This design comes from an exercise in tuning for small area, a short achievable clock period and few clock cycles on the open sky130 flow, not from production work.

==> run a: inputs <==
==> flow/design.v <==
`timescale 1ns/10ps
module maze_router (
reset		,
start		,
clk         ,
address     ,
data_in     ,
data_out    ,
cs          ,
we          ,
D);
input        reset;
input        start;
input        clk;
input  [7:0] data_in;
output       cs;
output       we;
output [7:0] data_out;
output [7:0] address;
output       D;
reg       cs, we, D;
reg [7:0] data_out, address;
localparam [1:0] ST_FREE = 2'b00, ST_BLK = 2'b01, ST_R0 = 2'b10;
localparam [3:0] S_IDLE  = 4'd0,
                 S_SCAN  = 4'd1,    
                 S_DRAIN = 4'd2,    
                 S_BFS   = 4'd3,    
                 S_TRACE = 4'd4,    
                 S_CLR   = 4'd5,    
                 S_SRC2  = 4'd6,    
                 S_FIN   = 4'd7,    
                 S_DONE  = 4'd8,
                 S_GO2   = 4'd9;
reg [3:0] state;
reg       net2;
reg [7:0] s1a, t1a, s2a, t2a;       
reg [7:0] cur;                       
reg [2:0] dir;
reg [7:0] wv;                        
reg [3:0] sw;                        
reg       drain;
reg       pS1, pT2;
reg [7:0] a1;
reg       v1;
reg [255:0] st1, st0;
reg  [7:0] dx, dy;                   
reg  [3:0] dz;                       
reg        g1, g0;
reg        bfs_en, clr;
genvar n;
generate
for (n = 0; n < 256; n = n + 1) begin : g_cell
	wire nbr = ((n % 8) != 0 ? st1[(n % 8) != 0 ? n - 1 : n] : 1'b0)
	         | ((n % 8) != 7 ? st1[(n % 8) != 7 ? n + 1 : n] : 1'b0)
	         | (((n / 8) % 8) != 0 ? st1[((n / 8) % 8) != 0 ? n - 8 : n] : 1'b0)
	         | (((n / 8) % 8) != 7 ? st1[((n / 8) % 8) != 7 ? n + 8 : n] : 1'b0)
	         | ((n / 64) != 0 ? st1[(n / 64) != 0 ? n - 64 : n] : 1'b0)
	         | ((n / 64) != 3 ? st1[(n / 64) != 3 ? n + 64 : n] : 1'b0);
	wire sel = dx[n % 8] & dy[(n / 8) % 8] & dz[n / 64];
	wire en  = sel | (clr & st1[n]) | (bfs_en & nbr & ~st1[n] & ~st0[n]);
	always @(posedge clk)
		if (en) begin
			st1[n] <= g1;
			st0[n] <= g0;
		end
end
endgenerate
function [5:0] validdirs;
	input [7:0] c;
	validdirs = {c[7:6] != 2'd3, c[7:6] != 2'd0,
	             c[5:3] != 3'd7, c[5:3] != 3'd0,
	             c[2:0] != 3'd7, c[2:0] != 3'd0};
endfunction
function [2:0] nextdir;
	input [5:0] v;
	input [2:0] d;
	reg [5:0] m;
	begin
		case (d)
			3'd7: m = v;
			3'd0: m = v & 6'b111110;
			3'd1: m = v & 6'b111100;
			3'd2: m = v & 6'b111000;
			3'd3: m = v & 6'b110000;
			3'd4: m = v & 6'b100000;
			default: m = 6'b000000;
		endcase
		nextdir = m[0] ? 3'd0 : m[1] ? 3'd1 : m[2] ? 3'd2 :
		          m[3] ? 3'd3 : m[4] ? 3'd4 : m[5] ? 3'd5 : 3'd6;
	end
endfunction
function [7:0] nb;
	input [7:0] c;
	input [2:0] d;
	case (d)
		3'd0: nb = {c[7:3], c[2:0] - 3'd1};
		3'd1: nb = {c[7:3], c[2:0] + 3'd1};
		3'd2: nb = {c[7:6], c[5:3] - 3'd1, c[2:0]};
		3'd3: nb = {c[7:6], c[5:3] + 3'd1, c[2:0]};
		3'd4: nb = {c[7:6] - 2'd1, c[5:0]};
		default: nb = {c[7:6] + 2'd1, c[5:0]};
	endcase
endfunction
wire [7:0] naddr = (state == S_TRACE) ? nb(cur, dir) : cur;
wire       ls1   = st1[naddr];
wire       ls0   = st0[naddr];
wire       found = ls1 && (ls0 == wv[1]);
wire [2:0] ndir  = nextdir(validdirs(cur), dir);
wire [2:0] fdir  = nextdir(validdirs(naddr), 3'd7);
reg [7:0] swa, swd;
always @* begin
	case (sw[2:0])
		3'd0: begin swa = 8'd128; swd = 8'hFF; end
		3'd1: begin swa = 8'd129; swd = 8'hFF; end
		3'd2: begin swa = 8'd130; swd = 8'hFF; end
		3'd3: begin swa = 8'd131; swd = 8'hFF; end
		3'd4: begin swa = s1a;    swd = 8'h00; end
		3'd5: begin swa = t1a;    swd = 8'h00; end
		3'd6: begin swa = s2a;    swd = 8'h11; end
		default: begin swa = t2a; swd = 8'h11; end
	endcase
end
wire path_wr = (state == S_TRACE) && found;
wire sw_go   = drain && !sw[3] && !path_wr;
reg       nw_en;
reg [7:0] nw_addr;
reg [1:0] nw_val;
reg       n_bfs, n_clr;
always @(posedge clk) begin
	a1 <= address;
	v1 <= (state == S_SCAN);
	nw_en   = 1'b0;
	nw_addr = cur;
	nw_val  = ST_BLK;
	n_bfs   = 1'b0;
	n_clr   = 1'b0;
	if (reset) begin
		state <= S_IDLE;
		D     <= 1'b0;
		cs    <= 1'b0;
		we    <= 1'b0;
		drain <= 1'b0;
		v1    <= 1'b0;
	end else begin
		cs <= 1'b0;
		we <= 1'b0;
		if (v1) begin
			nw_en   = 1'b1;
			nw_addr = a1;
			if (a1[7:2] == 6'b100000)           nw_val = ST_BLK;
			else if (a1 == s1a)                 nw_val = ST_R0;
			else if (a1 == t1a)                 nw_val = ST_FREE;
			else if (a1 == s2a || a1 == t2a)    nw_val = ST_BLK;
			else if (data_in == 8'hEE)          nw_val = ST_FREE;
			else                                nw_val = ST_BLK;
			if (a1 == 8'd128) s1a <= data_in;
			if (a1 == 8'd129) t1a <= data_in;
			if (a1 == 8'd130) s2a <= data_in;
			if (a1 == 8'd131) t2a <= data_in;
		end
		if (sw_go) begin
			cs       <= 1'b1;
			we       <= 1'b1;
			address  <= swa;
			data_out <= swd;
			sw       <= sw + 4'd1;
		end
		case (state)
			S_IDLE: begin
				net2  <= 1'b0;
				drain <= 1'b0;
				sw    <= 4'd0;
				if (start) begin
					state   <= S_SCAN;
					cs      <= 1'b1;
					address <= 8'd128;
				end
			end
			S_SCAN: begin
				cs      <= 1'b1;
				address <= address + 8'd1;
				if (address == 8'd127) begin
					cs    <= 1'b0;
					state <= S_DRAIN;
				end
			end
			S_DRAIN: begin
				drain <= 1'b1;
				if (!v1) begin
					state <= S_BFS;
					n_bfs = 1'b1;
					wv    <= 8'd1;
					cur   <= t1a;
				end
			end
			S_BFS: begin
				wv <= wv + 8'd1;
				if (ls1) begin
					wv  <= wv - 8'd2;      
					dir <= fdir;
					if (!net2) begin
						nw_en   = 1'b1;
						nw_addr = t1a;
						nw_val  = ST_BLK;
						pS1 <= 1'b1;
						pT2 <= 1'b1;
					end
					if (wv == 8'd2) state <= net2 ? S_FIN : S_CLR;
					else            state <= S_TRACE;
				end else if (wv == 8'd255) begin
					state <= S_FIN;
				end else begin
					n_bfs = 1'b1;
				end
			end
			S_TRACE: begin
				if (found) begin
					cs       <= 1'b1;
					we       <= 1'b1;
					address  <= naddr;
					data_out <= net2 ? 8'h11 : 8'h00;
					nw_en    = 1'b1;
					nw_addr  = naddr;
					nw_val   = ST_BLK;
					cur      <= naddr;
					dir      <= fdir;
					wv       <= wv - 8'd1;
					if (wv == 8'd1) state <= net2 ? S_FIN : S_CLR;
				end else begin
					if (pS1) begin
						nw_en   = 1'b1;
						nw_addr = s1a;
						nw_val  = ST_BLK;
						pS1 <= 1'b0;
					end else if (pT2) begin
						nw_en   = 1'b1;
						nw_addr = t2a;
						nw_val  = ST_FREE;
						pT2 <= 1'b0;
					end
					dir <= ndir;
					if (ndir == 3'd6) state <= S_FIN;
				end
			end
			S_CLR: begin
				if (pS1) begin
					nw_en   = 1'b1;
					nw_addr = s1a;
					nw_val  = ST_BLK;
					pS1 <= 1'b0;
				end else if (pT2) begin
					nw_en   = 1'b1;
					nw_addr = t2a;
					nw_val  = ST_FREE;
					pT2 <= 1'b0;
				end else begin
					n_clr = 1'b1;
					state <= S_SRC2;
				end
			end
			S_SRC2: begin
				nw_en   = 1'b1;
				nw_addr = s2a;
				nw_val  = ST_R0;
				net2  <= 1'b1;
				cur   <= t2a;
				wv    <= 8'd1;
				state <= S_GO2;
			end
			S_GO2: begin
				n_bfs = 1'b1;
				state <= S_BFS;
			end
			S_FIN: begin
				if (sw[3]) begin
					D     <= 1'b1;
					state <= S_DONE;
				end
			end
			S_DONE: begin
				D <= 1'b1;
			end
			default: state <= S_IDLE;
		endcase
	end
	bfs_en <= n_bfs;
	clr    <= n_clr;
	dx     <= 8'd1 << nw_addr[2:0];
	dy     <= 8'd1 << nw_addr[5:3];
	dz     <= nw_en ? (4'd1 << nw_addr[7:6]) : 4'd0;
	if (n_bfs)      {g1, g0} <= {1'b1, n_clr ? 1'b0 : (state == S_BFS ? wv[1] ^ wv[0] : 1'b0)};
	else if (n_clr) {g1, g0} <= ST_FREE;
	else            {g1, g0} <= nw_val;
end
endmodule
==> flow/run.sh <==
#!/bin/bash
# synth_recipe.tcl (not shown) runs the flow's synth.tcl, then flattens the netlist and writes it again
# the make line also repeats each setting of config.mk as NAME=value (left out here)
make -C /OpenROAD-flow-scripts/flow DESIGN_CONFIG=/design/flow/config.mk WORK_HOME=/design/flow/orfs CLKGATE_MAP_FILE= SYNTH_SCRIPT=/design/flow/synth_recipe.tcl finish
==> flow/config.mk <==
export PLATFORM = sky130hd
export DESIGN_NAME = maze_router
export DESIGN_NICKNAME = maze_router
export VERILOG_FILES = /design/flow/design.v
export SDC_FILE = /design/flow/constraint.sdc
export NUM_CORES = 4
export LEC_CHECK = 0
export CAP_MARGIN = 20
export CORE_MARGIN = 2
export CORE_UTILIZATION = 40
export PLACE_DENSITY = 0.6
export SLEW_MARGIN = 20
==> flow/constraint.sdc <==
create_clock -name core_clock -period 6.5 [get_ports {clk}]
set_input_delay 1.3000 -clock core_clock [delete_from_list [all_inputs] [get_ports {clk}]]
set_output_delay 1.3000 -clock core_clock [all_outputs]
set_load 0.01 [all_outputs]
==> inputs of run b, as changes to run a <==
==> flow/design.v, changed modules only <==
module maze_router (
reset		,
start		,
clk         ,
address     ,
data_in     ,
data_out    ,
cs          ,
we          ,
D);
input        reset;
input        start;
input        clk;
input  [7:0] data_in;
output       cs;
output       we;
output [7:0] data_out;
output [7:0] address;
output       D;
reg       cs, we, D;
reg [7:0] address;
reg       do_a, do_b;                
assign data_out = {do_a, do_a, do_a, do_b, do_a, do_a, do_a, do_b};
localparam [1:0] ST_FREE = 2'b00, ST_BLK = 2'b01, ST_R0 = 2'b10;
localparam [3:0] S_IDLE  = 4'd0,
                 S_SCAN  = 4'd1,    
                 S_DRAIN = 4'd2,    
                 S_BFS   = 4'd3,    
                 S_TRACE = 4'd4,    
                 S_CLR   = 4'd5,    
                 S_SRC2  = 4'd6,    
                 S_GO2   = 4'd7,    
                 S_FIN   = 4'd8,    
                 S_DONE  = 4'd9;
reg [3:0] state;
reg       net2;
reg [7:0] s1a, t1a, s2a, t2a;       
reg [7:0] wv;                        
reg [3:0] sw;                        
reg       drain;
reg       pS1, pT2;                  
reg [7:0] cur;                       
reg [5:0] cmask;                     
reg [2:0] dir;                       
reg [7:0] naddr;                     
reg [7:0] laddr;                     
reg [2:0] ldir;
reg       lval;                      
reg       ls1, ls0;                  
reg [7:0] a1;
reg       v1;
reg [255:0] st1, st0;
reg  [7:0] dx, dy;                   
reg  [3:0] dz;                       
reg        g1, g0;
reg        bfs_en, clr;
genvar n;
generate
for (n = 0; n < 256; n = n + 1) begin : g_cell
	wire nbr = ((n % 8) != 0 ? st1[(n % 8) != 0 ? n - 1 : n] : 1'b0)
	         | ((n % 8) != 7 ? st1[(n % 8) != 7 ? n + 1 : n] : 1'b0)
	         | (((n / 8) % 8) != 0 ? st1[((n / 8) % 8) != 0 ? n - 8 : n] : 1'b0)
	         | (((n / 8) % 8) != 7 ? st1[((n / 8) % 8) != 7 ? n + 8 : n] : 1'b0)
	         | ((n / 64) != 0 ? st1[(n / 64) != 0 ? n - 64 : n] : 1'b0)
	         | ((n / 64) != 3 ? st1[(n / 64) != 3 ? n + 64 : n] : 1'b0);
	wire sel = dx[n % 8] & dy[(n / 8) % 8] & dz[n / 64];
	wire en  = sel | (clr & st1[n]) | (bfs_en & nbr & ~st1[n] & ~st0[n]);
	always @(posedge clk)
		if (en) begin
			st1[n] <= g1;
			st0[n] <= g0;
		end
end
endgenerate
function [5:0] validdirs;
	input [7:0] c;
	validdirs = {c[7:6] != 2'd3, c[7:6] != 2'd0,
	             c[5:3] != 3'd7, c[5:3] != 3'd0,
	             c[2:0] != 3'd7, c[2:0] != 3'd0};
endfunction
function [2:0] firstdir;
	input [5:0] m;
	firstdir = m[0] ? 3'd0 : m[1] ? 3'd1 : m[2] ? 3'd2 :
	           m[3] ? 3'd3 : m[4] ? 3'd4 : m[5] ? 3'd5 : 3'd6;
endfunction
function [5:0] after;
	input [2:0] d;
	case (d)
		3'd0: after = 6'b111110;
		3'd1: after = 6'b111100;
		3'd2: after = 6'b111000;
		3'd3: after = 6'b110000;
		3'd4: after = 6'b100000;
		default: after = 6'b000000;
	endcase
endfunction
function [7:0] nb;
	input [7:0] c;
	input [2:0] d;
	case (d)
		3'd0: nb = {c[7:3], c[2:0] - 3'd1};
		3'd1: nb = {c[7:3], c[2:0] + 3'd1};
		3'd2: nb = {c[7:6], c[5:3] - 3'd1, c[2:0]};
		3'd3: nb = {c[7:6], c[5:3] + 3'd1, c[2:0]};
		3'd4: nb = {c[7:6] - 2'd1, c[5:0]};
		default: nb = {c[7:6] + 2'd1, c[5:0]};
	endcase
endfunction
function [5:0] backdir;
	input [2:0] d;
	case (d)
		3'd0: backdir = 6'b000010;
		3'd1: backdir = 6'b000001;
		3'd2: backdir = 6'b001000;
		3'd3: backdir = 6'b000100;
		3'd4: backdir = 6'b100000;
		default: backdir = 6'b010000;
	endcase
endfunction
wire       found  = (state == S_TRACE) && lval && ls1 && (ls0 == wv[1]);
wire [5:0] fmask  = validdirs(laddr) & ~backdir(ldir);
wire [2:0] fdir   = firstdir(fmask);
wire [7:0] fnaddr = nb(laddr, fdir);
wire [5:0] nmask  = cmask & after(dir);
wire [2:0] ndir   = firstdir(nmask);
wire [7:0] nnaddr = nb(cur, ndir);
wire [2:0] tdir   = firstdir(validdirs(cur));
reg [7:0] swa;
always @* begin
	case (sw[2:0])
		3'd0: swa = 8'd128;
		3'd1: swa = 8'd129;
		3'd2: swa = 8'd130;
		3'd3: swa = 8'd131;
		3'd4: swa = s1a;
		3'd5: swa = t1a;
		3'd6: swa = s2a;
		default: swa = t2a;
	endcase
end
wire sw_go = drain && !sw[3] && !found;
reg       nw_en;
reg [7:0] nw_addr;
reg [1:0] nw_val;
reg       n_bfs, n_clr;
always @(posedge clk) begin
	a1 <= address;
	v1 <= (state == S_SCAN);
	ls1   <= st1[naddr];
	ls0   <= st0[naddr];
	laddr <= naddr;
	ldir  <= dir;
	lval  <= 1'b0;
	nw_en   = 1'b0;
	nw_addr = laddr;
	nw_val  = ST_BLK;
	n_bfs   = 1'b0;
	n_clr   = 1'b0;
	address <= swa;
	do_a    <= (sw[2] == 1'b0);
	do_b    <= (sw[2] == 1'b0) || (sw[1] == 1'b1);
	D       <= 1'b0;
	begin
		cs <= 1'b0;
		we <= 1'b0;
		if (v1) begin
			nw_en   = 1'b1;
			nw_addr = a1;
			if (a1[7:2] == 6'b100000)           nw_val = ST_BLK;
			else if (a1 == s1a)                 nw_val = ST_R0;
			else if (a1 == t1a)                 nw_val = ST_FREE;
			else if (a1 == s2a || a1 == t2a)    nw_val = ST_BLK;
			else if (data_in == 8'hEE)          nw_val = ST_FREE;
			else                                nw_val = ST_BLK;
			if (a1 == 8'd128) s1a <= data_in;
			if (a1 == 8'd129) t1a <= data_in;
			if (a1 == 8'd130) s2a <= data_in;
			if (a1 == 8'd131) t2a <= data_in;
		end
		if (sw_go) begin
			cs      <= 1'b1;
			we      <= 1'b1;
			sw      <= sw + 4'd1;
		end
		case (state)
			S_IDLE: begin
				net2  <= 1'b0;
				drain <= 1'b0;
				sw    <= 4'd0;
				if (start) begin
					state   <= S_SCAN;
					cs      <= 1'b1;
					address <= 8'd128;
				end
			end
			S_SCAN: begin
				cs      <= 1'b1;
				address <= address + 8'd1;
				if (address == 8'd127) begin
					cs    <= 1'b0;
					state <= S_DRAIN;
				end
			end
			S_DRAIN: begin
				drain <= 1'b1;
				cur   <= t1a;
				naddr <= t1a;
				if (!v1) begin
					state <= S_BFS;
					n_bfs = 1'b1;
					wv    <= 8'd1;
				end
			end
			S_BFS: begin
				wv    <= wv + 8'd1;
				naddr <= nb(cur, tdir);
				dir   <= tdir;
				cmask <= validdirs(cur);
				if (ls1 && wv != 8'd1) begin
					wv <= wv - 8'd3;      
					if (!net2) begin
						nw_en   = 1'b1;
						nw_addr = t1a;
						nw_val  = ST_BLK;
						pS1 <= 1'b1;
						pT2 <= 1'b1;
					end
					if (wv == 8'd3) state <= net2 ? S_FIN : S_CLR;
					else            state <= S_TRACE;
				end else if (wv == 8'd255) begin
					state <= S_FIN;
				end else begin
					n_bfs = 1'b1;
					naddr <= cur;
				end
			end
			S_TRACE: begin
				if (found) begin
					cs      <= 1'b1;
					we      <= 1'b1;
					address <= laddr;
					do_a    <= 1'b0;
					do_b    <= net2;
					nw_en   = 1'b1;
					nw_addr = laddr;
					nw_val  = ST_BLK;
					cur     <= laddr;
					cmask   <= fmask;
					naddr   <= fnaddr;
					dir     <= fdir;
					lval    <= 1'b0;
					wv      <= wv - 8'd1;
					if (wv == 8'd1) state <= net2 ? S_FIN : S_CLR;
				end else begin
					if (pS1) begin
						nw_en   = 1'b1;
						nw_addr = s1a;
						nw_val  = ST_BLK;
						pS1 <= 1'b0;
					end else if (pT2) begin
						nw_en   = 1'b1;
						nw_addr = t2a;
						nw_val  = ST_FREE;
						pT2 <= 1'b0;
					end
					lval  <= (dir != 3'd6);
					naddr <= nnaddr;
					dir   <= ndir;
				end
			end
			S_CLR: begin
				if (pS1) begin
					nw_en   = 1'b1;
					nw_addr = s1a;
					nw_val  = ST_BLK;
					pS1 <= 1'b0;
				end else if (pT2) begin
					nw_en   = 1'b1;
					nw_addr = t2a;
					nw_val  = ST_FREE;
					pT2 <= 1'b0;
				end else begin
					n_clr = 1'b1;
					state <= S_SRC2;
				end
			end
			S_SRC2: begin
				nw_en   = 1'b1;
				nw_addr = s2a;
				nw_val  = ST_R0;
				net2  <= 1'b1;
				cur   <= t2a;
				naddr <= t2a;
				wv    <= 8'd1;
				state <= S_GO2;
			end
			S_GO2: begin
				n_bfs = 1'b1;
				state <= S_BFS;
			end
			S_FIN: begin
				if (sw[3]) begin
					D     <= 1'b1;
					state <= S_DONE;
				end
			end
			S_DONE: begin
				D <= 1'b1;
			end
			default: state <= S_IDLE;
		endcase
	end
	bfs_en <= n_bfs;
	clr    <= n_clr;
	dx     <= 8'd1 << nw_addr[2:0];
	dy     <= 8'd1 << nw_addr[5:3];
	dz     <= nw_en ? (4'd1 << nw_addr[7:6]) : 4'd0;
	if (n_bfs)      {g1, g0} <= {1'b1, state == S_BFS ? wv[1] ^ wv[0] : 1'b0};
	else if (n_clr) {g1, g0} <= ST_FREE;
	else            {g1, g0} <= nw_val;
	if (reset) begin
		state  <= S_IDLE;
		D      <= 1'b0;
		cs     <= 1'b0;
		we     <= 1'b0;
		drain  <= 1'b0;
		v1     <= 1'b0;
		bfs_en <= 1'b0;
		clr    <= 1'b0;
	end
end
endmodule
==> flow/flow/run.sh (new file) <==
#!/bin/bash
# Standard layout, except that the port buffers are buf_4 cells instead of
# the library's smallest (delay) buffer.
set -euo pipefail
export BUFFER_PORTS_ARGS="-buffer_cell sky130_fd_sc_hd__buf_4"
bash standard.sh > standard_flow.log 2>&1
==> flow/standard.sh (new file) <==
#!/bin/bash
# synth_recipe.tcl (not shown) runs the flow's synth.tcl, then flattens the netlist and writes it again
# the make line also repeats each setting of config.mk as NAME=value (left out here)
make -C /OpenROAD-flow-scripts/flow DESIGN_CONFIG=/design/flow/config.mk WORK_HOME=/design/flow/orfs CLKGATE_MAP_FILE= SYNTH_SCRIPT=/design/flow/synth_recipe.tcl "${@:-finish}"
- SETUP_SLACK_MARGIN: unset -> 3.8
removed: flow/run.sh
==> notes <==
In run b the count of clock-buffer cells in the layout is higher than in run a, by 2. Of run b and run a, run a has the higher non-clock buffer count (gap 54). In run a the synthesized cell count is larger than in run b, by about 20%. In run b the via count is smaller than in run a, by about 17%. Of run a and run b, run b has the higher sequential share of layout area (gap 4.1 points). Of run b and run a, run a has the higher critical path depth (gap 7). In run b the first-iteration DRC count is lower than in run a, by 28%. Of run a and run b, run a has the higher hold slack (gap 0.12 ns). Fmax: run b is higher than run a (about 140%).
No run of this note included a check of the RTL's function; only the layout flow was run.

==> afterwards: timing with drivers on the ports <==
In the flow no input, the clock included, has a driving cell. The finished layouts below were timed again as built, in two steps. Step 1 (the two cells are an assumption about what drives the block):
set clk [get_ports {clk}]
set_driving_cell -lib_cell sky130_fd_sc_hd__clkbuf_16 $clk
set_driving_cell -lib_cell sky130_fd_sc_hd__buf_2 [delete_from_list [all_inputs] $clk]
Step 2 moves the port delays by t, midway between the first and last clock arrival at a register: inputs arrive t later, outputs are due t later. That takes back most of the time a late clock gives input paths. Three values: ideal, step 1, step 2; two values: the first two.
| run | shift t [ns] | setup WS [ns] | worst register clock-pin slew, ns | pins driven straight from the clock port |
|---|---|---|---|---|
| run a | 0.724 | 0.093 / 0.093 / 0.093 | 0.07 / 0.07 | 1 |
| run b | 0.686 | 3.798 / 3.798 / 3.677 | 0.07 / 0.07 | 1 |
After both steps every run listed still meets setup and hold. For run b, which loses most, drivers alone change the setup slack by 0.000 ns; drivers and shift together by -0.121 ns.
